Context: an optimization exercise on an open-source flow, tuned for small area and a short achievable clock period. The choices shown serve that exercise and are no tape-out recipe. Function was not checked in any run shown here: the RTL went through the layout flow alone.

==> flow/design.v, too long to show whole: its modules and the start of the top module <==
// module Synth: 1145 lines
// module FA: 10 lines
// module GP: 11 lines
// module GC: 8 lines
// module AMUX: 8 lines
module Synth(
  input         clock,
  input         reset,
  input  [19:0] io_Freq_0,
  input  [19:0] io_Freq_1,
  input  [19:0] io_Freq_2,
  input  [19:0] io_Freq_3,
  input  [19:0] io_Freq_4,
  input  [19:0] io_Freq_5,
  input  [17:0] io_Amp_0,
  input  [17:0] io_Amp_1,
  input  [17:0] io_Amp_2,
  input  [17:0] io_Amp_3,
  input  [17:0] io_Amp_4,
  input  [17:0] io_Amp_5,
  output [22:0] io_Out
);
  // ...
==> flow/flow/run.sh <==
#!/bin/bash
# Standard ORFS layout with a tighter setup-repair target and minimum-size
# port buffers. Full tool output goes to standard.log in the work folder.
set -euo pipefail
bash standard.sh SETUP_SLACK_MARGIN=8.5 'BUFFER_PORTS_ARGS=-buffer_cell sky130_fd_sc_hd__buf_1' finish > standard.log 2>&1
==> flow/standard.sh <==
#!/bin/bash
# synth_recipe.tcl (not shown) runs the flow's synth.tcl, then flattens the netlist and writes it again
# the make line also repeats each setting of config.mk as NAME=value (left out here)
make -C /OpenROAD-flow-scripts/flow DESIGN_CONFIG=/design/flow/config.mk WORK_HOME=/design/flow/orfs CLKGATE_MAP_FILE= SYNTH_SCRIPT=/design/flow/synth_recipe.tcl "${@:-finish}"
==> flow/config.mk <==
export PLATFORM = sky130hd
export DESIGN_NAME = Synth
export DESIGN_NICKNAME = Synth
export VERILOG_FILES = /design/flow/design.v
export SDC_FILE = /design/flow/constraint.sdc
export NUM_CORES = 4
export LEC_CHECK = 0
export CAP_MARGIN = 20
export CORE_MARGIN = 2
export CORE_UTILIZATION = 40
export SLEW_MARGIN = 20
export SYNTH_HIERARCHICAL = 1
export SYNTH_MINIMUM_KEEP_SIZE = 0
export TNS_END_PERCENT = 20
==> flow/constraint.sdc <==
create_clock -name core_clock -period 15.0 [get_ports {clock}]
set_input_delay 3.0000 -clock core_clock [delete_from_list [all_inputs] [get_ports {clock}]]
set_output_delay 3.0000 -clock core_clock [all_outputs]
set_load 0.01 [all_outputs]
==> results by group, run 1 <==
Synth
  – Synth top area share: 26.1%
  – Post-synthesis async set-or-reset flop share: 0%
  – Post-synth EDFFs: 41

Final layout
  – FFs & Latches: 456
  – Non-CTS buffers: 426
  – Final #Nets: 4144
  – Biggest regs: div (120), idx (120)
  – Non-clk buf share: 7.34%
  – Top cell category: multi-input gates

Routing
  – Top Layer Used: met4
  – Post-route ant nets: 0
  – Number of remaining DRC errors: 0
  – Routed vias: 24700
  – Met3 wire len: 5190 um
  – Total Routed Length: 91900 um
  – Iter 0 DRT Violations: 1703

Floorplan
  – Die Width: 286 um
  – Total Die Area: 81800 um2
  – Starting Density: 40.3%

Min path
  – Hold Path Cell Cnt: 1
  – Hold crit path type: register to register

Placed design
  – Pre-CTS WS: 6400 ps

Setup path
  – Crit path cell chain: buf_1, a222oi_1, nand3_4, buf_12, a22oi_1, xnor2_1, fa_2, fa_1, fa_1, fa_1, fa_2, nor3b_2, a21oi_2, fa_2, a211oi_2
  – Reg-to-Reg Start: X0[0]
  – CP endpoint kind: register
  – CP Capture Point: X0[2]
  – Critical path origin: io_Amp_0[10]

Timing
  – PnR worst setup slack: 7720 ps

Global route
  – Vias in the first global route: 25500

CTS
  – CTS tree: done
  – # H-tree levels: 2

Run status
  – Status: timing/DRC/antenna clean
==> run 2, diff against run 1 <==
--- a/flow/design.v
+++ b/flow/design.v
@@ -15,16 +15,18 @@
   input  [17:0] io_Amp_5,
   output [22:0] io_Out
 );
   reg [11:0] t;              
   reg        ph;             
   reg [19:0] div [0:5];
   reg [19:0] idx [0:5];
   reg [19:0] X0, X1;         
+  reg        Xc;
+  reg [19:0] IR5;            
   reg        incR;           
   reg [17:0] WS, WC;         
   reg        Wc;
   reg [19:0] PS, PC;         
   reg        Pc;
   reg [19:0] W1S, W1C;       
   reg        W1c;
   reg [20:0] OS, OC;         
@@ -63,17 +65,17 @@
   end
   reg [19:0] irs_n;
   always @* begin
     irs_n = 20'h0;
     for (i = 0; i < 6; i = i + 1) begin
       if (t[(2*i+11) % 12] | t[2*i]) irs_n = irs_n | idx_n[i];
     end
   end
-  wire        cinx  = ph & incR;
+  wire        cinx  = Xc;
   wire idxs_g1_1 = X0[0] & X1[0];
   wire idxs_p1_1 = X0[0] ^ X1[0];
   wire idxs_g2_2 = X0[1] & X1[1];
   wire idxs_p2_2 = X0[1] ^ X1[1];
   wire idxs_g3_3 = X0[2] & X1[2];
   wire idxs_p3_3 = X0[2] ^ X1[2];
   wire idxs_g4_4 = X0[3] & X1[3];
   wire idxs_p4_4 = X0[3] ^ X1[3];
@@ -560,20 +562,21 @@
   GC upres_g18_0 (.gh(pres_g18_16), .ph(pres_p18_16), .gl(pres_g15_0), .g(pres_g18_0));
   wire pres_g19_0;
   GC upres_g19_0 (.gh(pres_g19_16), .ph(pres_p19_16), .gl(pres_g15_0), .g(pres_g19_0));
   wire pres_g20_0;
   GC upres_g20_0 (.gh(pres_g20_16), .ph(pres_p20_16), .gl(pres_g15_0), .g(pres_g20_0));
   wire [19:0] pres = {pres_p20_20 ^ pres_g19_0, pres_p19_19 ^ pres_g18_0, pres_p18_18 ^ pres_g17_0, pres_p17_17 ^ pres_g16_0, pres_p16_16 ^ pres_g15_0, pres_p15_15 ^ pres_g14_0, pres_p14_14 ^ pres_g13_0, pres_p13_13 ^ pres_g12_0, pres_p12_12 ^ pres_g11_0, pres_p11_11 ^ pres_g10_0, pres_p10_10 ^ pres_g9_0, pres_p9_9 ^ pres_g8_0, pres_p8_8 ^ pres_g7_0, pres_p7_7 ^ pres_g6_0, pres_p6_6 ^ pres_g5_0, pres_p5_5 ^ pres_g4_0, pres_p4_4 ^ pres_g3_0, pres_p3_3 ^ pres_g2_0, pres_p2_2 ^ pres_g1_0, pres_p1_1 ^ Pc};
   wire [19:0] index = idxs;
   wire [17:0] fold  = index[18] ? index[17:0] : ~index[17:0];
-  wire        negw  = ph & index[19];
+  wire        negw  = ph & (index[19] ^ (incR & (&index[18:0])));
   wire [17:0] Wv   = ~wvs;                          
   wire [19:0] Pres = pres;                          
   wire [22:0] prow = {23{t[11]}} & {{3{Pres[19]}}, Pres};
+  wire [19:0] irow = {20{t[1] | t[3] | t[5] | t[9]}} & irs_n;
   wire [17:0] m1 = ph ? Wv : fold;
   wire [17:0] m2;
   wire [17:0] foldq = {18{~ph}} & fold;
   wire  [5:0] asel = {t[11], t[9], t[7], t[5], t[3], t[1]};
   genvar q;
   generate
     for (q = 0; q < 18; q = q + 1) begin : amux
       AMUX u (.a({amp[5][q], amp[4][q], amp[3][q], amp[2][q], amp[1][q], amp[0][q]}),
@@ -759,275 +762,313 @@
   FA utc156 (.a(ts147), .b(ts149), .c(tc136), .s(ts155), .co(tc156));
   wire ts157, tc158;
   FA utc158 (.a(tc138), .b(ts151), .c(ts153), .s(ts157), .co(tc158));
   wire ts159, tc160;
   FA utc160 (.a(tc140), .b(ts155), .c(ts157), .s(ts159), .co(tc160));
   wire ts161 = tc142 ^ ts159;
   wire tc162 = tc142 & ts159;
   wire ts163, tc164;
-  FA utc164 (.a(prow[0]), .b(pp0[17]), .c(pp1[15]), .s(ts163), .co(tc164));
+  FA utc164 (.a(prow[0]), .b(irow[0]), .c(pp0[17]), .s(ts163), .co(tc164));
   wire ts165, tc166;
-  FA utc166 (.a(pp2[13]), .b(pp3[11]), .c(pp4[9]), .s(ts165), .co(tc166));
+  FA utc166 (.a(pp1[15]), .b(pp2[13]), .c(pp3[11]), .s(ts165), .co(tc166));
   wire ts167, tc168;
-  FA utc168 (.a(pp5[7]), .b(pp6[5]), .c(pp7[3]), .s(ts167), .co(tc168));
+  FA utc168 (.a(pp4[9]), .b(pp5[7]), .c(pp6[5]), .s(ts167), .co(tc168));
   wire ts169, tc170;
-  FA utc170 (.a(pp8[1]), .b(tc146), .c(tc148), .s(ts169), .co(tc170));
+  FA utc170 (.a(pp7[3]), .b(pp8[1]), .c(tc146), .s(ts169), .co(tc170));
   wire ts171, tc172;
-  FA utc172 (.a(tc150), .b(ts163), .c(ts165), .s(ts171), .co(tc172));
+  FA utc172 (.a(tc148), .b(tc150), .c(ts163), .s(ts171), .co(tc172));
   wire ts173, tc174;
-  FA utc174 (.a(ts167), .b(tc152), .c(tc154), .s(ts173), .co(tc174));
+  FA utc174 (.a(ts165), .b(ts167), .c(tc152), .s(ts173), .co(tc174));
   wire ts175, tc176;
-  FA utc176 (.a(ts169), .b(ts171), .c(tc156), .s(ts175), .co(tc176));
+  FA utc176 (.a(tc154), .b(ts169), .c(ts171), .s(ts175), .co(tc176));
   wire ts177, tc178;
-  FA utc178 (.a(tc158), .b(ts173), .c(ts175), .s(ts177), .co(tc178));
-  wire ts179 = tc160 ^ ts177;
-  wire tc180 = tc160 & ts177;
+  FA utc178 (.a(tc156), .b(ts173), .c(tc158), .s(ts177), .co(tc178));
+  wire ts179, tc180;
+  FA utc180 (.a(ts175), .b(tc160), .c(ts177), .s(ts179), .co(tc180));
   wire ts181, tc182;
-  FA utc182 (.a(neg[9]), .b(prow[1]), .c(pp0[18]), .s(ts181), .co(tc182));
+  FA utc182 (.a(neg[9]), .b(prow[1]), .c(irow[1]), .s(ts181), .co(tc182));
   wire ts183, tc184;
-  FA utc184 (.a(pp1[16]), .b(pp2[14]), .c(pp3[12]), .s(ts183), .co(tc184));
+  FA utc184 (.a(pp0[18]), .b(pp1[16]), .c(pp2[14]), .s(ts183), .co(tc184));
   wire ts185, tc186;
-  FA utc186 (.a(pp4[10]), .b(pp5[8]), .c(pp6[6]), .s(ts185), .co(tc186));
+  FA utc186 (.a(pp3[12]), .b(pp4[10]), .c(pp5[8]), .s(ts185), .co(tc186));
   wire ts187, tc188;
-  FA utc188 (.a(pp7[4]), .b(pp8[2]), .c(pp9[0]), .s(ts187), .co(tc188));
+  FA utc188 (.a(pp6[6]), .b(pp7[4]), .c(pp8[2]), .s(ts187), .co(tc188));
   wire ts189, tc190;
-  FA utc190 (.a(tc164), .b(tc166), .c(tc168), .s(ts189), .co(tc190));
+  FA utc190 (.a(pp9[0]), .b(tc164), .c(tc166), .s(ts189), .co(tc190));
   wire ts191, tc192;
-  FA utc192 (.a(ts181), .b(ts183), .c(ts185), .s(ts191), .co(tc192));
+  FA utc192 (.a(tc168), .b(ts181), .c(ts183), .s(ts191), .co(tc192));
   wire ts193, tc194;
-  FA utc194 (.a(ts187), .b(tc170), .c(tc172), .s(ts193), .co(tc194));
+  FA utc194 (.a(ts185), .b(ts187), .c(tc170), .s(ts193), .co(tc194));
   wire ts195, tc196;
-  FA utc196 (.a(ts189), .b(ts191), .c(tc174), .s(ts195), .co(tc196));
+  FA utc196 (.a(tc172), .b(ts189), .c(ts191), .s(ts195), .co(tc196));
   wire ts197, tc198;
-  FA utc198 (.a(ts193), .b(tc176), .c(ts195), .s(ts197), .co(tc198));
-  wire ts199 = tc178 ^ ts197;
-  wire tc200 = tc178 & ts197;
+  FA utc198 (.a(tc174), .b(ts193), .c(tc176), .s(ts197), .co(tc198));
+  wire ts199, tc200;
+  FA utc200 (.a(ts195), .b(tc178), .c(ts197), .s(ts199), .co(tc200));
   wire ts201 = ~(prow[2] ^ ~neg[0]);
   wire tc202 = prow[2] | ~neg[0];
   wire ts203, tc204;
-  FA utc204 (.a(ts201), .b(pp1[17]), .c(pp2[15]), .s(ts203), .co(tc204));
+  FA utc204 (.a(ts201), .b(irow[2]), .c(pp1[17]), .s(ts203), .co(tc204));
   wire ts205, tc206;
-  FA utc206 (.a(pp3[13]), .b(pp4[11]), .c(pp5[9]), .s(ts205), .co(tc206));
+  FA utc206 (.a(pp2[15]), .b(pp3[13]), .c(pp4[11]), .s(ts205), .co(tc206));
   wire ts207, tc208;
-  FA utc208 (.a(pp6[7]), .b(pp7[5]), .c(pp8[3]), .s(ts207), .co(tc208));
+  FA utc208 (.a(pp5[9]), .b(pp6[7]), .c(pp7[5]), .s(ts207), .co(tc208));
   wire ts209, tc210;
-  FA utc210 (.a(pp9[1]), .b(tc182), .c(tc184), .s(ts209), .co(tc210));
+  FA utc210 (.a(pp8[3]), .b(pp9[1]), .c(tc182), .s(ts209), .co(tc210));
   wire ts211, tc212;
-  FA utc212 (.a(tc186), .b(tc188), .c(ts203), .s(ts211), .co(tc212));
+  FA utc212 (.a(tc184), .b(tc186), .c(tc188), .s(ts211), .co(tc212));
   wire ts213, tc214;
-  FA utc214 (.a(ts205), .b(ts207), .c(tc190), .s(ts213), .co(tc214));
+  FA utc214 (.a(ts203), .b(ts205), .c(ts207), .s(ts213), .co(tc214));
   wire ts215, tc216;
-  FA utc216 (.a(tc192), .b(ts209), .c(ts211), .s(ts215), .co(tc216));
+  FA utc216 (.a(tc190), .b(tc192), .c(ts209), .s(ts215), .co(tc216));
   wire ts217, tc218;
-  FA utc218 (.a(tc194), .b(ts213), .c(ts215), .s(ts217), .co(tc218));
+  FA utc218 (.a(ts211), .b(ts213), .c(tc194), .s(ts217), .co(tc218));
   wire ts219, tc220;
-  FA utc220 (.a(tc196), .b(ts217), .c(tc198), .s(ts219), .co(tc220));
-  wire ts221 = ~(prow[3] ^ tc202);
-  wire tc222 = prow[3] | tc202;
-  wire ts223, tc224;
-  FA utc224 (.a(ts221), .b(pp1[18]), .c(pp2[16]), .s(ts223), .co(tc224));
+  FA utc220 (.a(tc196), .b(ts215), .c(ts217), .s(ts219), .co(tc220));
+  wire ts221 = tc198 ^ ts219;
+  wire tc222 = tc198 & ts219;
+  wire ts223 = ~(prow[3] ^ tc202);
+  wire tc224 = prow[3] | tc202;
   wire ts225, tc226;
-  FA utc226 (.a(pp3[14]), .b(pp4[12]), .c(pp5[10]), .s(ts225), .co(tc226));
+  FA utc226 (.a(ts223), .b(irow[3]), .c(pp1[18]), .s(ts225), .co(tc226));
   wire ts227, tc228;
-  FA utc228 (.a(pp6[8]), .b(pp7[6]), .c(pp8[4]), .s(ts227), .co(tc228));
+  FA utc228 (.a(pp2[16]), .b(pp3[14]), .c(pp4[12]), .s(ts227), .co(tc228));
   wire ts229, tc230;
-  FA utc230 (.a(pp9[2]), .b(tc204), .c(tc206), .s(ts229), .co(tc230));
+  FA utc230 (.a(pp5[10]), .b(pp6[8]), .c(pp7[6]), .s(ts229), .co(tc230));
   wire ts231, tc232;
-  FA utc232 (.a(tc208), .b(ts223), .c(ts225), .s(ts231), .co(tc232));
+  FA utc232 (.a(pp8[4]), .b(pp9[2]), .c(tc204), .s(ts231), .co(tc232));
   wire ts233, tc234;
-  FA utc234 (.a(ts227), .b(tc210), .c(tc212), .s(ts233), .co(tc234));
+  FA utc234 (.a(tc206), .b(tc208), .c(ts225), .s(ts233), .co(tc234));
   wire ts235, tc236;
-  FA utc236 (.a(ts229), .b(ts231), .c(tc214), .s(ts235), .co(tc236));
+  FA utc236 (.a(ts227), .b(ts229), .c(tc210), .s(ts235), .co(tc236));
   wire ts237, tc238;
-  FA utc238 (.a(tc216), .b(ts233), .c(ts235), .s(ts237), .co(tc238));
-  wire ts239 = tc218 ^ ts237;
-  wire tc240 = tc218 & ts237;
+  FA utc238 (.a(tc212), .b(tc214), .c(ts231), .s(ts237), .co(tc238));
+  wire ts239, tc240;
+  FA utc240 (.a(ts233), .b(tc216), .c(ts235), .s(ts239), .co(tc240));
   wire ts241, tc242;
-  FA utc242 (.a(prow[4]), .b(~neg[1]), .c(tc222), .s(ts241), .co(tc242));
-  wire ts243, tc244;
-  FA utc244 (.a(pp2[17]), .b(pp3[15]), .c(pp4[13]), .s(ts243), .co(tc244));
+  FA utc242 (.a(ts237), .b(tc218), .c(ts239), .s(ts241), .co(tc242));
+  wire ts243 = tc220 ^ ts241;
+  wire tc244 = tc220 & ts241;
   wire ts245, tc246;
-  FA utc246 (.a(pp5[11]), .b(pp6[9]), .c(pp7[7]), .s(ts245), .co(tc246));
+  FA utc246 (.a(prow[4]), .b(~neg[1]), .c(tc224), .s(ts245), .co(tc246));
   wire ts247, tc248;
-  FA utc248 (.a(pp8[5]), .b(pp9[3]), .c(ts241), .s(ts247), .co(tc248));
+  FA utc248 (.a(irow[4]), .b(pp2[17]), .c(pp3[15]), .s(ts247), .co(tc248));
   wire ts249, tc250;
-  FA utc250 (.a(tc224), .b(tc226), .c(tc228), .s(ts249), .co(tc250));
+  FA utc250 (.a(pp4[13]), .b(pp5[11]), .c(pp6[9]), .s(ts249), .co(tc250));
   wire ts251, tc252;
-  FA utc252 (.a(ts243), .b(ts245), .c(tc230), .s(ts251), .co(tc252));
+  FA utc252 (.a(pp7[7]), .b(pp8[5]), .c(pp9[3]), .s(ts251), .co(tc252));
   wire ts253, tc254;
-  FA utc254 (.a(ts247), .b(tc232), .c(ts249), .s(ts253), .co(tc254));
+  FA utc254 (.a(ts245), .b(tc226), .c(tc228), .s(ts253), .co(tc254));
   wire ts255, tc256;
-  FA utc256 (.a(tc234), .b(ts251), .c(ts253), .s(ts255), .co(tc256));
+  FA utc256 (.a(tc230), .b(ts247), .c(ts249), .s(ts255), .co(tc256));
   wire ts257, tc258;
-  FA utc258 (.a(tc236), .b(ts255), .c(tc238), .s(ts257), .co(tc258));
-  wire ts259 = ~(prow[5] ^ pp2[18]);
-  wire tc260 = prow[5] | pp2[18];
+  FA utc258 (.a(ts251), .b(tc232), .c(tc234), .s(ts257), .co(tc258));
+  wire ts259, tc260;
+  FA utc260 (.a(ts253), .b(ts255), .c(tc236), .s(ts259), .co(tc260));
   wire ts261, tc262;
-  FA utc262 (.a(pp3[16]), .b(pp4[14]), .c(pp5[12]), .s(ts261), .co(tc262));
+  FA utc262 (.a(tc238), .b(ts257), .c(tc240), .s(ts261), .co(tc262));
   wire ts263, tc264;
-  FA utc264 (.a(pp6[10]), .b(pp7[8]), .c(pp8[6]), .s(ts263), .co(tc264));
-  wire ts265, tc266;
-  FA utc266 (.a(pp9[4]), .b(tc242), .c(tc244), .s(ts265), .co(tc266));
+  FA utc264 (.a(ts259), .b(tc242), .c(ts261), .s(ts263), .co(tc264));
+  wire ts265 = ~(prow[5] ^ irow[5]);
+  wire tc266 = prow[5] | irow[5];
   wire ts267, tc268;
-  FA utc268 (.a(tc246), .b(ts259), .c(ts261), .s(ts267), .co(tc268));
+  FA utc268 (.a(pp2[18]), .b(pp3[16]), .c(pp4[14]), .s(ts267), .co(tc268));
   wire ts269, tc270;
-  FA utc270 (.a(ts263), .b(tc248), .c(tc250), .s(ts269), .co(tc270));
+  FA utc270 (.a(pp5[12]), .b(pp6[10]), .c(pp7[8]), .s(ts269), .co(tc270));
   wire ts271, tc272;
-  FA utc272 (.a(ts265), .b(ts267), .c(tc252), .s(ts271), .co(tc272));
+  FA utc272 (.a(pp8[6]), .b(pp9[4]), .c(tc246), .s(ts271), .co(tc272));
   wire ts273, tc274;
-  FA utc274 (.a(tc254), .b(ts269), .c(ts271), .s(ts273), .co(tc274));
-  wire ts275 = tc256 ^ ts273;
-  wire tc276 = tc256 & ts273;
+  FA utc274 (.a(tc248), .b(tc250), .c(tc252), .s(ts273), .co(tc274));
+  wire ts275, tc276;
+  FA utc276 (.a(ts265), .b(ts267), .c(ts269), .s(ts275), .co(tc276));
   wire ts277, tc278;
-  FA utc278 (.a(prow[6]), .b(~neg[2]), .c(pp3[17]), .s(ts277), .co(tc278));
+  FA utc278 (.a(ts271), .b(tc254), .c(tc256), .s(ts277), .co(tc278));
   wire ts279, tc280;
-  FA utc280 (.a(pp4[15]), .b(pp5[13]), .c(pp6[11]), .s(ts279), .co(tc280));
+  FA utc280 (.a(ts273), .b(ts275), .c(tc258), .s(ts279), .co(tc280));
   wire ts281, tc282;
-  FA utc282 (.a(pp7[9]), .b(pp8[7]), .c(pp9[5]), .s(ts281), .co(tc282));
-  wire ts283, tc284;
-  FA utc284 (.a(tc260), .b(tc262), .c(tc264), .s(ts283), .co(tc284));
+  FA utc282 (.a(ts277), .b(tc260), .c(ts279), .s(ts281), .co(tc282));
+  wire ts283 = tc262 ^ ts281;
+  wire tc284 = tc262 & ts281;
   wire ts285, tc286;
-  FA utc286 (.a(ts277), .b(ts279), .c(ts281), .s(ts285), .co(tc286));
+  FA utc286 (.a(prow[6]), .b(~neg[2]), .c(irow[6]), .s(ts285), .co(tc286));
   wire ts287, tc288;
-  FA utc288 (.a(tc266), .b(tc268), .c(ts283), .s(ts287), .co(tc288));
+  FA utc288 (.a(pp3[17]), .b(pp4[15]), .c(pp5[13]), .s(ts287), .co(tc288));
   wire ts289, tc290;
-  FA utc290 (.a(ts285), .b(tc270), .c(ts287), .s(ts289), .co(tc290));
+  FA utc290 (.a(pp6[11]), .b(pp7[9]), .c(pp8[7]), .s(ts289), .co(tc290));
   wire ts291, tc292;
-  FA utc292 (.a(tc272), .b(ts289), .c(tc274), .s(ts291), .co(tc292));
-  wire ts293 = ~(prow[7] ^ pp3[18]);
-  wire tc294 = prow[7] | pp3[18];
+  FA utc292 (.a(pp9[5]), .b(tc266), .c(tc268), .s(ts291), .co(tc292));
+  wire ts293, tc294;
+  FA utc294 (.a(tc270), .b(ts285), .c(ts287), .s(ts293), .co(tc294));
   wire ts295, tc296;
-  FA utc296 (.a(pp4[16]), .b(pp5[14]), .c(pp6[12]), .s(ts295), .co(tc296));
+  FA utc296 (.a(ts289), .b(tc272), .c(tc274), .s(ts295), .co(tc296));
   wire ts297, tc298;
-  FA utc298 (.a(pp7[10]), .b(pp8[8]), .c(pp9[6]), .s(ts297), .co(tc298));
+  FA utc298 (.a(tc276), .b(ts291), .c(ts293), .s(ts297), .co(tc298));
   wire ts299, tc300;
-  FA utc300 (.a(tc278), .b(tc280), .c(tc282), .s(ts299), .co(tc300));
+  FA utc300 (.a(tc278), .b(ts295), .c(ts297), .s(ts299), .co(tc300));
   wire ts301, tc302;
-  FA utc302 (.a(ts293), .b(ts295), .c(ts297), .s(ts301), .co(tc302));
-  wire ts303, tc304;
-  FA utc304 (.a(tc284), .b(tc286), .c(ts299), .s(ts303), .co(tc304));
+  FA utc302 (.a(tc280), .b(ts299), .c(tc282), .s(ts301), .co(tc302));
+  wire ts303 = ~(prow[7] ^ irow[7]);
+  wire tc304 = prow[7] | irow[7];
   wire ts305, tc306;
-  FA utc306 (.a(ts301), .b(tc288), .c(ts303), .s(ts305), .co(tc306));
-  wire ts307 = tc290 ^ ts305;
-  wire tc308 = tc290 & ts305;
+  FA utc306 (.a(pp3[18]), .b(pp4[16]), .c(pp5[14]), .s(ts305), .co(tc306));
+  wire ts307, tc308;
+  FA utc308 (.a(pp6[12]), .b(pp7[10]), .c(pp8[8]), .s(ts307), .co(tc308));
   wire ts309, tc310;
-  FA utc310 (.a(prow[8]), .b(~neg[3]), .c(pp4[17]), .s(ts309), .co(tc310));
+  FA utc310 (.a(pp9[6]), .b(tc286), .c(tc288), .s(ts309), .co(tc310));
   wire ts311, tc312;
-  FA utc312 (.a(pp5[15]), .b(pp6[13]), .c(pp7[11]), .s(ts311), .co(tc312));
+  FA utc312 (.a(tc290), .b(ts303), .c(ts305), .s(ts311), .co(tc312));
   wire ts313, tc314;
-  FA utc314 (.a(pp8[9]), .b(pp9[7]), .c(tc294), .s(ts313), .co(tc314));
+  FA utc314 (.a(ts307), .b(tc292), .c(tc294), .s(ts313), .co(tc314));
   wire ts315, tc316;
-  FA utc316 (.a(tc296), .b(tc298), .c(ts309), .s(ts315), .co(tc316));
+  FA utc316 (.a(ts309), .b(ts311), .c(tc296), .s(ts315), .co(tc316));
   wire ts317, tc318;
-  FA utc318 (.a(ts311), .b(tc300), .c(tc302), .s(ts317), .co(tc318));
-  wire ts319, tc320;
-  FA utc320 (.a(ts313), .b(ts315), .c(tc304), .s(ts319), .co(tc320));
+  FA utc318 (.a(tc298), .b(ts313), .c(ts315), .s(ts317), .co(tc318));
+  wire ts319 = tc300 ^ ts317;
+  wire tc320 = tc300 & ts317;
   wire ts321, tc322;
-  FA utc322 (.a(ts317), .b(tc306), .c(ts319), .s(ts321), .co(tc322));
-  wire ts323 = ~(prow[9] ^ pp4[18]);
-  wire tc324 = prow[9] | pp4[18];
+  FA utc322 (.a(prow[8]), .b(~neg[3]), .c(irow[8]), .s(ts321), .co(tc322));
+  wire ts323, tc324;
+  FA utc324 (.a(pp4[17]), .b(pp5[15]), .c(pp6[13]), .s(ts323), .co(tc324));
   wire ts325, tc326;
-  FA utc326 (.a(pp5[16]), .b(pp6[14]), .c(pp7[12]), .s(ts325), .co(tc326));
+  FA utc326 (.a(pp7[11]), .b(pp8[9]), .c(pp9[7]), .s(ts325), .co(tc326));
   wire ts327, tc328;
-  FA utc328 (.a(pp8[10]), .b(pp9[8]), .c(tc310), .s(ts327), .co(tc328));
+  FA utc328 (.a(tc304), .b(tc306), .c(tc308), .s(ts327), .co(tc328));
   wire ts329, tc330;
-  FA utc330 (.a(tc312), .b(ts323), .c(ts325), .s(ts329), .co(tc330));
+  FA utc330 (.a(ts321), .b(ts323), .c(ts325), .s(ts329), .co(tc330));
   wire ts331, tc332;
-  FA utc332 (.a(tc314), .b(tc316), .c(ts327), .s(ts331), .co(tc332));
+  FA utc332 (.a(tc310), .b(tc312), .c(ts327), .s(ts331), .co(tc332));
   wire ts333, tc334;
-  FA utc334 (.a(ts329), .b(tc318), .c(ts331), .s(ts333), .co(tc334));
-  wire ts335 = tc320 ^ ts333;
-  wire tc336 = tc320 & ts333;
-  wire ts337, tc338;
-  FA utc338 (.a(prow[10]), .b(~neg[4]), .c(pp5[17]), .s(ts337), .co(tc338));
+  FA utc334 (.a(ts329), .b(tc314), .c(ts331), .s(ts333), .co(tc334));
+  wire ts335, tc336;
+  FA utc336 (.a(tc316), .b(ts333), .c(tc318), .s(ts335), .co(tc336));
+  wire ts337 = ~(prow[9] ^ irow[9]);
+  wire tc338 = prow[9] | irow[9];
   wire ts339, tc340;
-  FA utc340 (.a(pp6[15]), .b(pp7[13]), .c(pp8[11]), .s(ts339), .co(tc340));
+  FA utc340 (.a(pp4[18]), .b(pp5[16]), .c(pp6[14]), .s(ts339), .co(tc340));
   wire ts341, tc342;
-  FA utc342 (.a(pp9[9]), .b(tc324), .c(tc326), .s(ts341), .co(tc342));
+  FA utc342 (.a(pp7[12]), .b(pp8[10]), .c(pp9[8]), .s(ts341), .co(tc342));
   wire ts343, tc344;
-  FA utc344 (.a(ts337), .b(ts339), .c(tc328), .s(ts343), .co(tc344));
+  FA utc344 (.a(tc322), .b(tc324), .c(tc326), .s(ts343), .co(tc344));
   wire ts345, tc346;
-  FA utc346 (.a(tc330), .b(ts341), .c(tc332), .s(ts345), .co(tc346));
+  FA utc346 (.a(ts337), .b(ts339), .c(ts341), .s(ts345), .co(tc346));
   wire ts347, tc348;
-  FA utc348 (.a(ts343), .b(tc334), .c(ts345), .s(ts347), .co(tc348));
-  wire ts349 = ~(prow[11] ^ pp5[18]);
-  wire tc350 = prow[11] | pp5[18];
-  wire ts351, tc352;
-  FA utc352 (.a(pp6[16]), .b(pp7[14]), .c(pp8[12]), .s(ts351), .co(tc352));
+  FA utc348 (.a(tc328), .b(tc330), .c(ts343), .s(ts347), .co(tc348));
+  wire ts349, tc350;
+  FA utc350 (.a(ts345), .b(tc332), .c(ts347), .s(ts349), .co(tc350));
+  wire ts351 = tc334 ^ ts349;
+  wire tc352 = tc334 & ts349;
   wire ts353, tc354;
-  FA utc354 (.a(pp9[10]), .b(tc338), .c(tc340), .s(ts353), .co(tc354));
+  FA utc354 (.a(prow[10]), .b(~neg[4]), .c(irow[10]), .s(ts353), .co(tc354));
   wire ts355, tc356;
-  FA utc356 (.a(ts349), .b(ts351), .c(tc342), .s(ts355), .co(tc356));
+  FA utc356 (.a(pp5[17]), .b(pp6[15]), .c(pp7[13]), .s(ts355), .co(tc356));
   wire ts357, tc358;
-  FA utc358 (.a(ts353), .b(tc344), .c(ts355), .s(ts357), .co(tc358));
-  wire ts359 = tc346 ^ ts357;
-  wire tc360 = tc346 & ts357;
+  FA utc358 (.a(pp8[11]), .b(pp9[9]), .c(tc338), .s(ts357), .co(tc358));
+  wire ts359, tc360;
+  FA utc360 (.a(tc340), .b(tc342), .c(ts353), .s(ts359), .co(tc360));
   wire ts361, tc362;
-  FA utc362 (.a(prow[12]), .b(~neg[5]), .c(pp6[17]), .s(ts361), .co(tc362));
+  FA utc362 (.a(ts355), .b(tc344), .c(tc346), .s(ts361), .co(tc362));
   wire ts363, tc364;
-  FA utc364 (.a(pp7[15]), .b(pp8[13]), .c(pp9[11]), .s(ts363), .co(tc364));
+  FA utc364 (.a(ts357), .b(ts359), .c(tc348), .s(ts363), .co(tc364));
   wire ts365, tc366;
-  FA utc366 (.a(tc350), .b(tc352), .c(ts361), .s(ts365), .co(tc366));
-  wire ts367, tc368;
-  FA utc368 (.a(ts363), .b(tc354), .c(ts365), .s(ts367), .co(tc368));
+  FA utc366 (.a(ts361), .b(tc350), .c(ts363), .s(ts365), .co(tc366));
+  wire ts367 = ~(prow[11] ^ irow[11]);
+  wire tc368 = prow[11] | irow[11];
   wire ts369, tc370;
-  FA utc370 (.a(tc356), .b(ts367), .c(tc358), .s(ts369), .co(tc370));
-  wire ts371 = ~(prow[13] ^ pp6[18]);
-  wire tc372 = prow[13] | pp6[18];
+  FA utc370 (.a(pp5[18]), .b(pp6[16]), .c(pp7[14]), .s(ts369), .co(tc370));
+  wire ts371, tc372;
+  FA utc372 (.a(pp8[12]), .b(pp9[10]), .c(tc354), .s(ts371), .co(tc372));
   wire ts373, tc374;
-  FA utc374 (.a(pp7[16]), .b(pp8[14]), .c(pp9[12]), .s(ts373), .co(tc374));
+  FA utc374 (.a(tc356), .b(ts367), .c(ts369), .s(ts373), .co(tc374));
   wire ts375, tc376;
-  FA utc376 (.a(tc362), .b(tc364), .c(ts371), .s(ts375), .co(tc376));
+  FA utc376 (.a(tc358), .b(tc360), .c(ts371), .s(ts375), .co(tc376));
   wire ts377, tc378;
-  FA utc378 (.a(ts373), .b(tc366), .c(ts375), .s(ts377), .co(tc378));
-  wire ts379 = tc368 ^ ts377;
-  wire tc380 = tc368 & ts377;
+  FA utc378 (.a(ts373), .b(tc362), .c(ts375), .s(ts377), .co(tc378));
+  wire ts379 = tc364 ^ ts377;
+  wire tc380 = tc364 & ts377;
   wire ts381, tc382;
-  FA utc382 (.a(prow[14]), .b(~neg[6]), .c(pp7[17]), .s(ts381), .co(tc382));
+  FA utc382 (.a(prow[12]), .b(~neg[5]), .c(irow[12]), .s(ts381), .co(tc382));
   wire ts383, tc384;
-  FA utc384 (.a(pp8[15]), .b(pp9[13]), .c(tc372), .s(ts383), .co(tc384));
+  FA utc384 (.a(pp6[17]), .b(pp7[15]), .c(pp8[13]), .s(ts383), .co(tc384));
   wire ts385, tc386;
-  FA utc386 (.a(tc374), .b(ts381), .c(tc376), .s(ts385), .co(tc386));
+  FA utc386 (.a(pp9[11]), .b(tc368), .c(tc370), .s(ts385), .co(tc386));
   wire ts387, tc388;
-  FA utc388 (.a(ts383), .b(tc378), .c(ts385), .s(ts387), .co(tc388));
-  wire ts389 = ~(prow[15] ^ pp7[18]);
-  wire tc390 = prow[15] | pp7[18];
+  FA utc388 (.a(ts381), .b(ts383), .c(tc372), .s(ts387), .co(tc388));
+  wire ts389, tc390;
+  FA utc390 (.a(tc374), .b(ts385), .c(tc376), .s(ts389), .co(tc390));
   wire ts391, tc392;
-  FA utc392 (.a(pp8[16]), .b(pp9[14]), .c(tc382), .s(ts391), .co(tc392));
-  wire ts393, tc394;
-  FA utc394 (.a(ts389), .b(tc384), .c(ts391), .s(ts393), .co(tc394));
-  wire ts395 = tc386 ^ ts393;
-  wire tc396 = tc386 & ts393;
+  FA utc392 (.a(ts387), .b(tc378), .c(ts389), .s(ts391), .co(tc392));
+  wire ts393 = ~(prow[13] ^ irow[13]);
+  wire tc394 = prow[13] | irow[13];
+  wire ts395, tc396;
+  FA utc396 (.a(pp6[18]), .b(pp7[16]), .c(pp8[14]), .s(ts395), .co(tc396));
   wire ts397, tc398;
-  FA utc398 (.a(prow[16]), .b(~neg[7]), .c(pp8[17]), .s(ts397), .co(tc398));
+  FA utc398 (.a(pp9[12]), .b(tc382), .c(tc384), .s(ts397), .co(tc398));
   wire ts399, tc400;
-  FA utc400 (.a(pp9[15]), .b(tc390), .c(ts397), .s(ts399), .co(tc400));
+  FA utc400 (.a(ts393), .b(ts395), .c(tc386), .s(ts399), .co(tc400));
   wire ts401, tc402;
-  FA utc402 (.a(tc392), .b(ts399), .c(tc394), .s(ts401), .co(tc402));
-  wire ts403 = ~(prow[17] ^ pp8[18]);
-  wire tc404 = prow[17] | pp8[18];
+  FA utc402 (.a(ts397), .b(tc388), .c(ts399), .s(ts401), .co(tc402));
+  wire ts403 = tc390 ^ ts401;
+  wire tc404 = tc390 & ts401;
   wire ts405, tc406;
-  FA utc406 (.a(pp9[16]), .b(tc398), .c(ts403), .s(ts405), .co(tc406));
-  wire ts407 = tc400 ^ ts405;
-  wire tc408 = tc400 & ts405;
+  FA utc406 (.a(prow[14]), .b(~neg[6]), .c(irow[14]), .s(ts405), .co(tc406));
+  wire ts407, tc408;
+  FA utc408 (.a(pp7[17]), .b(pp8[15]), .c(pp9[13]), .s(ts407), .co(tc408));
   wire ts409, tc410;
-  FA utc410 (.a(prow[18]), .b(~neg[8]), .c(pp9[17]), .s(ts409), .co(tc410));
+  FA utc410 (.a(tc394), .b(tc396), .c(ts405), .s(ts409), .co(tc410));
   wire ts411, tc412;
-  FA utc412 (.a(tc404), .b(ts409), .c(tc406), .s(ts411), .co(tc412));
-  wire ts413 = ~(prow[19] ^ pp9[18]);
-  wire tc414 = prow[19] | pp9[18];
-  wire ts415 = tc410 ^ ts413;
-  wire tc416 = tc410 & ts413;
+  FA utc412 (.a(ts407), .b(tc398), .c(ts409), .s(ts411), .co(tc412));
+  wire ts413, tc414;
+  FA utc414 (.a(tc400), .b(ts411), .c(tc402), .s(ts413), .co(tc414));
+  wire ts415 = ~(prow[15] ^ irow[15]);
+  wire tc416 = prow[15] | irow[15];
   wire ts417, tc418;
-  FA utc418 (.a(prow[20]), .b(~neg[9]), .c(tc414), .s(ts417), .co(tc418));
-  wire ts419 = ~prow[21];
-  wire tc420 = prow[21];
-  wire ts421 = ~prow[22];
-  wire tc422 = prow[22];
+  FA utc418 (.a(pp7[18]), .b(pp8[16]), .c(pp9[14]), .s(ts417), .co(tc418));
+  wire ts419, tc420;
+  FA utc420 (.a(tc406), .b(tc408), .c(ts415), .s(ts419), .co(tc420));
+  wire ts421, tc422;
+  FA utc422 (.a(ts417), .b(tc410), .c(ts419), .s(ts421), .co(tc422));
+  wire ts423 = tc412 ^ ts421;
+  wire tc424 = tc412 & ts421;
+  wire ts425, tc426;
+  FA utc426 (.a(prow[16]), .b(~neg[7]), .c(irow[16]), .s(ts425), .co(tc426));
+  wire ts427, tc428;
+  FA utc428 (.a(pp8[17]), .b(pp9[15]), .c(tc416), .s(ts427), .co(tc428));
+  wire ts429, tc430;
+  FA utc430 (.a(tc418), .b(ts425), .c(tc420), .s(ts429), .co(tc430));
+  wire ts431, tc432;
+  FA utc432 (.a(ts427), .b(tc422), .c(ts429), .s(ts431), .co(tc432));
+  wire ts433 = ~(prow[17] ^ irow[17]);
+  wire tc434 = prow[17] | irow[17];
+  wire ts435, tc436;
+  FA utc436 (.a(pp8[18]), .b(pp9[16]), .c(tc426), .s(ts435), .co(tc436));
+  wire ts437, tc438;
+  FA utc438 (.a(ts433), .b(tc428), .c(ts435), .s(ts437), .co(tc438));
+  wire ts439 = tc430 ^ ts437;
+  wire tc440 = tc430 & ts437;
+  wire ts441, tc442;
+  FA utc442 (.a(prow[18]), .b(~neg[8]), .c(irow[18]), .s(ts441), .co(tc442));
+  wire ts443, tc444;
+  FA utc444 (.a(pp9[17]), .b(tc434), .c(ts441), .s(ts443), .co(tc444));
+  wire ts445, tc446;
+  FA utc446 (.a(tc436), .b(ts443), .c(tc438), .s(ts445), .co(tc446));
+  wire ts447 = ~(prow[19] ^ irow[19]);
+  wire tc448 = prow[19] | irow[19];
+  wire ts449, tc450;
+  FA utc450 (.a(pp9[18]), .b(tc442), .c(ts447), .s(ts449), .co(tc450));
+  wire ts451 = tc444 ^ ts449;
+  wire tc452 = tc444 & ts449;
+  wire ts453, tc454;
+  FA utc454 (.a(prow[20]), .b(~neg[9]), .c(tc448), .s(ts453), .co(tc454));
+  wire ts455 = tc450 ^ ts453;
+  wire tc456 = tc450 & ts453;
+  wire ts457 = ~(prow[21] ^ tc454);
+  wire tc458 = prow[21] | tc454;
+  wire ts459 = ~prow[22];
+  wire tc460 = prow[22];
   wire g0_0 = pp0[0] & ts1;
   wire p0_0 = pp0[0] | ts1;
   wire g1_1 = pp0[1] & ts3;
   wire p1_1 = pp0[1] | ts3;
   wire g2_2 = pp1[0] & ts7;
   wire p2_2 = pp1[0] | ts7;
   wire g3_3 = ts9 & ts11;
   wire p3_3 = ts9 | ts11;
@@ -1085,53 +1126,65 @@
   GC ugc0_8 (.gh(g8_8), .ph(p8_8), .gl(g0_7), .g(g0_8));
   wire g0_10;
   GC ugc0_10 (.gh(g9_10), .ph(p9_10), .gl(g0_8), .g(g0_10));
   wire g0_12;
   GC ugc0_12 (.gh(g11_12), .ph(p11_12), .gl(g0_10), .g(g0_12));
   wire g0_16;
   GC ugc0_16 (.gh(g13_16), .ph(p13_16), .gl(g0_12), .g(g0_16));
   wire c17 = g0_16;
-  assign R0 = {tc420, tc418, tc416, tc412, tc408, tc402, tc396, tc388, tc380, tc370, tc360, tc348, tc336, tc322, tc308, tc292, tc276, tc258, tc240, tc220, tc200, tc180, tc162, tc144, tc128, tc112, tc98, tc84, ts81, tc60, tc50, ts47, ts37, ts29, ts21, ts15, ts9, pp1[0], pp0[1], pp0[0]};
-  assign R1 = {ts421, ts419, ts417, ts415, ts411, ts407, ts401, ts395, ts387, ts379, ts369, ts359, ts347, ts335, ts321, ts307, ts291, ts275, ts257, ts239, ts219, ts199, ts179, ts161, ts143, ts127, ts111, ts97, ts83, ts71, ts59, ts49, ts39, ts31, ts23, ts17, ts11, ts7, ts3, ts1};
+  assign R0 = {tc458, tc456, tc452, tc446, tc440, tc432, tc424, tc414, tc404, tc392, tc380, tc366, tc352, tc336, tc320, tc302, tc284, tc264, tc244, tc222, tc200, tc180, tc162, tc144, tc128, tc112, tc98, tc84, ts81, tc60, tc50, ts47, ts37, ts29, ts21, ts15, ts9, pp1[0], pp0[1], pp0[0]};
+  assign R1 = {ts459, ts457, ts455, ts451, ts445, ts439, ts431, ts423, ts413, ts403, ts391, ts379, ts365, ts351, ts335, ts319, ts301, ts283, ts263, ts243, ts221, ts199, ts179, ts161, ts143, ts127, ts111, ts97, ts83, ts71, ts59, ts49, ts39, ts31, ts23, ts17, ts11, ts7, ts3, ts1};
   wire        c18 = (R0[17] & R1[17]) | ((R0[17] | R1[17]) & c17);
-  wire [19:0] A0 = t[7] ? W1S : t[11] ? 20'h0 : R0[36:17];
-  wire [19:0] A1 = t[7] ? W1C : t[11] ? 20'h0 : R1[36:17];
-  wire        ac = t[7] ? W1c : t[11] ? 1'b0  : c17;
-  wire [19:0] X0n = A0 ^ A1 ^ irs_n;
-  wire [19:0] X1n = {(A0[18:0] & A1[18:0]) | (A0[18:0] & irs_n[18:0]) | (A1[18:0] & irs_n[18:0]), ac};
+  wire [19:0] nIR5 = ~IR5;
+  wire [19:0] s1 = W1S ^ W1C ^ nIR5;
+  wire [19:0] k1 = {(W1S[18:0] & W1C[18:0]) | (W1S[18:0] & nIR5[18:0]) | (W1C[18:0] & nIR5[18:0]), W1c};
+  wire [19:0] Y0 = s1 ^ k1 ^ irs_n;
+  wire [19:0] Y1 = {(s1[18:0] & k1[18:0]) | (s1[18:0] & irs_n[18:0]) | (k1[18:0] & irs_n[18:0]), 1'b1};
   always @(posedge clock) begin
     if (reset) begin
       t <= 12'h001;
       ph <= 1'b0;
       incR <= 1'b0;
       X0 <= 20'h0;
       X1 <= 20'h0;
+      Xc <= 1'b0;
     end else begin
       t <= {t[10:0], t[11]};
       ph <= ~ph;
       incR <= |(eqv & {t[10], t[8], t[6], t[4], t[2], t[0]});
-      if (ph) begin
-        X0 <= X0n;
-        X1 <= X1n;
+      if (t[7]) begin
+        X0 <= Y0;
+        X1 <= Y1;
+        Xc <= 1'b0;
+      end else if (t[11]) begin
+        X0 <= irs_n;
+        X1 <= 20'h0;
+        Xc <= 1'b0;
+      end else if (ph) begin
+        X0 <= R0[36:17];
+        X1 <= R1[36:17];
+        Xc <= c17;
       end
     end
     WS <= R0[35:18];
     WC <= R1[35:18];
     Wc <= c18;
     if (t[7]) begin
       PS <= R0[36:17];
       PC <= R1[36:17];
       Pc <= c17;
     end
     if (reset) begin
+      IR5 <= 20'h0;
       W1S <= 20'h0;
       W1C <= 20'h0;
       W1c <= 1'b0;
     end else if (t[9]) begin
+      IR5 <= irs_n;
       W1S <= R0[36:17];
       W1C <= R1[36:17];
       W1c <= c17;
     end
     if (reset) begin
       OS <= 21'h0;
       OC <= 21'h0;
       Oc <= 1'b0;
==> run 2 against run 1 <==
Count of clock-buffer cells in the layout is 3 higher. Still clean on timing, DRC and antenna. Area after synthesis is 6.8% higher. Worst setup slack worse by 280 ps. Via count is 12% higher. Hold slack worse by 10 ps.
==> results by group, run 2 <==
Final layout
  – Most frequent cells in the layout: dfxtp_1 (425), xnor2_1 (290), nor2_1 (271), buf_1 (250), and2_1 (218)
  – Final #Nets: 4548 (+9.7%)
  – # fillers: 7785
  – FF+latch area: 9980 um2
  – Multi-input gate area: 25400 um2
  – Final Cell Area: 42100 um2
  – Biggest regs: div (120), idx (120)
  – Area grow syn2layout: 23.8%
  – Commonest non-fill, non-tap cell in the layout: dfxtp_1
  – Layout cells sized above 1: 18.8%

Synth
  – Average size of a mapped cell: 9.73 um2
  – Synth Warn #: 11
  – Register area share after synthesis: 29.3%
  – Synth top area share: 25.7% (-0.43 points)
  – Synthesized net count: 4178
  – Synthesized netlist cell count: 3494
  – Post-synthesis cell area: 34000 um2
  – Count leader, synth: dfxtp_1
  – Post-synth cell types: 69
  – Post-synth EDFFs: 41 (unchanged)
  – Post-synthesis async set-or-reset flop share: 0% (unchanged)
  – Top cell type by total area after synthesis: dfxtp_1
  – Synth cell count leaders: dfxtp_1 (436), xnor2_1 (320), nor2_1 (307), fa_1 (228), ha_1 (226)
  – Top cells by area, synth: dfxtp_1 (26%), fa_1 (13%), ha_1 (8.3%)
  – Top_reg_cell synth: dfxtp_1
  – Synth Register Bits: 477

Setup path
  – Setup Crit Path Kind: input pin to register
  – Critical path arrival: 8100 ps
  – Crit path max fanout: 4
  – CP endpoint kind: register
  – Startpoint types: input pin
  – CP required: 15550 ps

Timing
  – Final hold viol count: 0
  – RSZ-0062 raised after global routing: true
  – Fin crit period: 7550 ps
  – PnR worst setup slack: 7450 ps (-275 ps)
  – Finish-stage setup viols: 0
  – Worst slew margin: 27.8%
  – F_max: 0.132 GHz
  – Slew @ Worst Pin: 1080 ps
  – TNS Setup: 0 ps
  – Pins Over Slew Limit: 0
  – Clock skew: 40.5 ps
  – Worst hold slack: 477 ps
  – Period Utilization, post-route: 50.4%

Global route
  – Largest net degree at the start of global routing: 74
  – Grt ovf: 0
  – Initial antenna violation count: 2
  – Vias in the first global route: 27100 (+6.4%)
  – First-pass GRT wire length: 163000 um
  – Total GRT Usage: 24.3%

Run status
  – Status: timing/DRC/antenna clean

CTS
  – CTS sink cnt: 477
  – Clk root buf: clkbuf_16
  – CTS tree: done
  – Post-CTS Hold Buffers: 0
  – CTS clk-pin slew, worst paths: 60 ps
  – Clk latency of the worst-skew pair: 640 ps
  – CTS Buf Count: 53
  – # H-tree levels: 2 (unchanged)
  – Clock Tree Buf Depth: 3

Floorplan
  – Row count: 106
  – Total Die Area: 87300 um2 (+6.7%)
  – Die Width: 296 um (+3.3%)
  – I/O pins: 253
  – Starting Density: 40.5% (+0.14 points)
  – Die Y: 296 um
  – Core Area: 84000 um2

Placed design
  – Routability cong.: 0.877
  – DP Area: 36600 um2
  – Pre-CTS WS: 5750 ps (-643 ps)
  – Port bufs: 252
  – Hpwl dp: 77100 um

Routing
  – DR WL/cell: 21.5 um
  – Post-route ant nets: 0 (unchanged)
  – Iter 0 DRT Violations: 2168 (+27%)
  – Number of remaining DRC errors: 0 (unchanged)
  – DRT Pass-1 Iters: 7
  – Total Routed Length: 108000 um (+18%)
  – Routed vias: 27700 (+12%)
  – Via density: 5.50

Min path
  – Hold crit path type: register to register

Run
  – Max Cap Viol: 0
run 2: cell count changes after synthesis, moves of 24 or more:
cell	delta
nand2_1	+24
nor4_1	+30
nor3b_1	-34
clkbuf_1	+51
inv_1	+70
nor3_1	+34
nor2_1	+29
fa_1	+38
o21ai_0	+54
buf_2	-39
run 2: final cells by class:
cell class                 count  area share, %
inverter                     106           1.05
clock buffer                  83           3.81
sequential                   477           23.7
clock inverter                16          0.550
antenna                        1        0.00594
timing repair buffer         489           7.15
multi-input combinational   2737           60.4
tap                         1134           3.37
run 2: per-stage QoR:
step / std cells / util, %
2_1_floorplan: 3494 / -
3_3_place_gp: 4765 / 43.6
3_5_place_dp: 4765 / 43.6
4_1_cts: 4991 / 48.8
5_1_grt: 5042 / 50.1
6_report: 5043 / 50.1
run 2: routing by layer:
metal | track usage (%) | part of all wire [%] | vias up
met4 | 8.69 | 3.8 | 2
met2 | 40.2 | 46 | 1090
met5 | 0 | 0.012 | -
li1 | - | - | 12900
met1 | 31.8 | 42 | 13600
met3 | 4.42 | 7.4 | 218
run 2: repair_timing:
item	4_1_cts	5_1_grt
gates resized for setup	274	139
pin swaps	106	76
gates cloned	3	2
buffers inserted	124	49
endpoints found under the hold margin	0	0
setup endpoints to repair	203	203
run 2: modules after synthesis, one instance, submodules excluded:
| module | area [um2] | flops+latches |
|---|---|---|
| GP | 13.8 | 0 |
| FA | 20.0 | 0 |
| AMUX | 27.5 | 0 |
| Synth | 27800 | 477 |
| GC | 7.51 | 0 |
run 2: critical path, stage by stage:
cell and delay [ps]:
buf_1 90, xor2_1 200, nor4_4 370, buf_4 180
buf_4 100, a41oi_2 120, a31oi_4 270, o21ai_2 130
a2111oi_4 470, nor2_2 90, fa_1 500, fa_2 350
fa_2 360, fa_1 460, fa_2 360, fa_2 640
o21ai_1 90, o21ai_1 100, o21ai_0 100, nor2_1 110
run 2: worst paths after layout:
kind | startpoint | endpoint | slack [ps] | depth (start not counted)
worst min-delay path | X0[1] | X0[1] | 480 | 2
worst max-delay path | io_Freq_4[16] | X1[6] | 7450 | 20
worst min register to register | X0[1] | X0[1] | 480 | 2
worst max register to register | X0[0] | Wc | 7580 | 26
run 2: logic make-up after synthesis:
kind of cell	synth area share, %
flip-flops	29.3
AND/OR/NAND/NOR	15.5
multiplexers	2.95
XOR/XNOR	13.9
AO/OA/AOI/OAI	13.2
buffers and inverters	3.36
adder cells (fa/ha/maj)	21.8
==> run 3, diff against run 2 <==
--- a/flow/config.mk
+++ b/flow/config.mk
@@ -8,5 +8,6 @@
 export CAP_MARGIN = 20
 export CORE_MARGIN = 2
-export CORE_UTILIZATION = 40
+export CORE_UTILIZATION = 55
+export CTS_BUF_LIST = sky130_fd_sc_hd__clkbuf_4 sky130_fd_sc_hd__clkbuf_8
 export SLEW_MARGIN = 20
 export SYNTH_HIERARCHICAL = 1
==> run 3 against run 2 <==
Maximum frequency down 0.18%. Utilization up 18 points. Non-clock buffer count up 53. Synthesized cell count unchanged. Clock skew up 15 ps. Area after synthesis unchanged. Sequential share of layout area about the same. Hold slack better by 5.7 ps. Highest routed layer is now met4. Count of clock-buffer cells in the layout up 47. Critical endpoint unchanged.
==> results by group, run 3 <==
Synth
  – Count leader, synth: dfxtp_1
  – Synthesized netlist cell count: 3494 (unchanged)
  – Synth top area share: 25.7% (unchanged)
  – Post-synthesis cell area: 34000 um2 (unchanged)
  – Post-synth EDFFs: 41 (unchanged)
  – Synth Register Bits: 477 (unchanged)
  – Average size of a mapped cell: 9.73 um2 (unchanged)
  – Top cell type by total area after synthesis: dfxtp_1
  – Synthesized net count: 4178 (unchanged)
  – Post-synth cell types: 69 (unchanged)
  – Register area share after synthesis: 29.3% (unchanged)
  – Synth cell count leaders: dfxtp_1 (436), xnor2_1 (320), nor2_1 (307), fa_1 (228), ha_1 (226)
  – Top cells by area, synth: dfxtp_1 (26%), fa_1 (13%), ha_1 (8.3%)
  – Post-synthesis async set-or-reset flop share: 0% (unchanged)
  – Top_reg_cell synth: dfxtp_1
  – Synth Warn #: 11 (unchanged)

Run
  – Max Cap Viol: 0 (unchanged)

Global route
  – Largest net degree at the start of global routing: 176 (+140%)
  – Met1 usage: 42.8% (+11 points)
  – First-pass GRT wire length: 168000 um (+3.4%)
  – Met3 usage: 5.67% (+1.3 points)
  – Layer with the highest usage: met2
  – Global routing usage on met2: 57.6% (+17 points)
  – Total GRT Usage: 34.3% (+10 points)
  – Vias in the first global route: 29100 (+7.3%)
  – Initial antenna violation count: 2 (unchanged)
  – Grt ovf: 0 (unchanged)

Final layout
  – Commonest non-fill, non-tap cell in the layout: dfxtp_1
  – Layout cells sized above 1: 20.8% (+2.0 points)
  – Most frequent cells in the layout: dfxtp_1 (421), xnor2_1 (282), nor2_1 (278), buf_1 (250), buf_4 (247)
  – FF+latch area: 9990 um2 (about the same)
  – Final core occ: 68.5% (+18 points)
  – Area grow syn2layout: 23.8% (about the same)
  – Final #Nets: 4635 (+1.9%)
  – Multi-input gate area: 25400 um2 (-0.11%)
  – Biggest regs: div (120), idx (120)
  – # fillers: 4782 (-39%)

Timing
  – TNS Setup: 0 ps (unchanged)
  – Finish-stage setup viols: 0 (unchanged)
  – Final hold viol count: 0 (unchanged)
  – Slew @ Worst Pin: 1060 ps (-19.1 ps)
  – Period Utilization, post-route: 50.5% (+0.091 points)
  – Worst slew margin: 29.3% (+1.5 points)
  – F_max: 0.132 GHz (-0.18%)
  – Fin crit period: 7570 ps (+13.6 ps)
  – Clock skew: 55.4 ps (+14.9 ps)
  – RSZ-0062 raised after global routing: true
  – Pins Over Slew Limit: 0 (unchanged)

Setup path
  – Setup Crit Path Kind: input pin to register
  – R2R Path End: Wc
  – CP required: 15570 ps (+20 ps)
  – Startpoint types: input pin
  – Register-to-Register Path Depth: 27 (+3.8%)
  – CP endpoint kind: register
  – R2R setup slack: 7660 ps (+80 ps)
  – Reg-to-Reg Start: X0[4]
  – Crit path max fanout: 5 (+1)
  – Critical path arrival: 8140 ps (+40 ps)

Placed design
  – Routability cong.: 0.928 (+5.8%)
  – Port bufs: 252 (unchanged)
  – Hpwl dp: 76700 um (-0.47%)

CTS
  – # H-tree levels: 3 (+1)
  – Clock Tree Buf Depth: 3 (unchanged)
  – Clk latency of the worst-skew pair: 690 ps (+50 ps)
  – CTS Buf Count: 83 (+57%)
  – CTS sink cnt: 477 (unchanged)
  – CTS tree: done
  – CTS clk-pin slew, worst paths: 60 ps (about the same)
  – Post-CTS Hold Buffers: 0 (unchanged)
  – Clk root buf: clkbuf_8

Min path
  – Hold crit path type: register to register
  – Hold Path Cell Cnt: 2 (unchanged)
  – Hold EP: X0[1]
  – Worst hold start: X0[1]

Routing
  – DRT Pass-1 Iters: 6 (-1)
  – Routed vias: 28600 (+3.2%)
  – DR WL/cell: 23.0 um (+7.4%)
  – Via density: 5.95 (+8.2%)
  – Total Routed Length: 111000 um (+2.4%)
  – Number of remaining DRC errors: 0 (unchanged)
  – Iter 0 DRT Violations: 2432 (+12%)
  – Post-route ant nets: 0 (unchanged)

Floorplan
  – Total Die Area: 63800 um2 (-27%)
  – Core Area: 61400 um2 (-27%)
  – Row count: 91 (-14%)
  – Die Y: 253 um (-15%)
  – I/O pins: 253 (unchanged)
  – Die Width: 253 um (-15%)
  – Starting Density: 55.4% (+15 points)

Run status
  – Status: timing/DRC/antenna clean
==> run 3: cell counts after synthesis <==
Identical to the previous run, type by type.
==> run 3: area by class of cell <==
| class | count | area share, % |
|---|---|---|
| timing repair buffer | 542 | 8.35 |
| multi-input combinational | 2741 | 60.3 |
| antenna | 2 | 0.0119 |
| clock inverter | 20 | 0.410 |
| tap | 790 | 2.35 |
| clock buffer | 130 | 3.70 |
| sequential | 477 | 23.7 |
| inverter | 106 | 1.11 |
==> run 3: critical path, stage by stage <==
cell	delay, ps
buf_1	80
xor2_1	170
nor4_2	400
nand3_4	200
buf_4	190
buf_4	140
nor3_2	190
xnor2_1	120
o2bb2ai_2	210
a2111oi_4	70
buf_4	180
or2_2	330
ha_1	310
inv_1	60
fa_2	390
fa_2	610
fa_1	500
fa_2	600
o21ai_1	70
o21ai_1	110
o21ai_1	80
nor2_1	120
==> run 3: through the flow <==
step	setup WS [ps]	cell area, um2	std cells	hold slack (ps)
final	7430	42100	4808	483
after global routing	7310	42100	4808	500
after CTS	7580	40500	4722	495
after detailed placement	5890	36100	4411	482
after global placement	5980	36100	4411	473
after floorplan	7170	34600	3494	453
==> run 3: modules after synthesis (local to each module, per instance) <==
| module | times used | cells inside | flops+latches | area [um2] |
|---|---|---|---|---|
| Synth | 1 | 2972 | 477 | 27800 |
| AMUX | 18 | 4 | 0 | 27.5 |
| FA | 190 | 1 | 0 | 20.0 |
| GP | 87 | 2 | 0 | 13.8 |
| GC | 86 | 1 | 0 | 7.51 |
==> run 3: kinds of logic (layout without fill, tap and decap cells) <==
logic type | Yosys count | count (layout) | share of synthesized area (%)
other cells | 0 | 2 | 0
compound gates | 623 | 624 | 13.2
simple gates | 1024 | 1028 | 15.5
mux | 100 | 100 | 2.95
flops | 477 | 477 | 29.3
buf+inv | 281 | 798 | 3.36
xor+xnor | 534 | 534 | 13.9
fa+ha+maj | 455 | 455 | 21.8
==> run 3: how the worst max path moves through the flow <==
stage | slack, ps | from | to | cells after the start
floorplan | 7170 | X1[0] | Wc | 27
global placement | 5980 | io_Freq_2[2] | X1[4] | 20
detailed placement | 5890 | io_Freq_2[17] | X1[4] | 20
CTS | 7580 | io_Freq_5[7] | X1[10] | 19
global route | 7310 | io_Freq_0[18] | X1[6] | 22
finish | 7430 | io_Freq_0[18] | X1[6] | 22
==> run 3: what timing repair did <==
| action | in CTS | in global routing |
|---|---|---|
| hold endpoints to repair | 0 | 0 |
| setup buffers | 156 | 82 |
| cloned | 5 | 2 |
| endpoints found under the setup margin | 203 | 203 |
| gates resized for setup | 253 | 151 |
| pin swaps | 114 | 70 |
==> run 3: layer usage <==
metal | share of wire (%) | vias to the layer above | routed length [um]
li1 | - | 13100 | -
met1 | 39 | 14000 | 43500
met3 | 7.2 | 317 | 8010
met5 | 0 | - | 0
met2 | 48 | 1206 | 53200
met4 | 5.5 | 0 | 6140

## static timing again, ports no longer ideal
No port has a modelled driver above. Below, the same layouts with a new extraction and two added sets of constraints. Step 1, drivers: a clkbuf_16 drives clock and a buf_2 each remaining input, both assumed. Step 2 moves the port delays by t, midway between the first and last clock arrival at a register: inputs arrive t later, outputs are due t later. That takes back most of the time a late clock gives input paths. Slacks: ideal / step 1 / step 2; pairs: ideal / step 1.
| run | t, ns | setup slack, ns | hold WS [ns] | worst data-port slew with drivers (ns) | pins driven straight from the clock port |
|---|---|---|---|---|---|
| run 1 | 0.643 | 7.721 / 7.759 / 7.116 | 0.487 / 0.487 / 0.487 | 0.05 | 1 |
| run 2 | 0.680 | 7.446 / 7.476 / 6.795 | 0.477 / 0.477 / 0.477 | 0.08 | 1 |
| run 3 | 0.729 | 7.432 / 7.460 / 6.731 | 0.483 / 0.483 / 0.483 | 0.06 | 1 |
After both steps setup and hold are still met in every run listed. For run 3, which loses most, drivers alone change the setup slack by +0.028 ns; drivers and shift together by -0.701 ns.
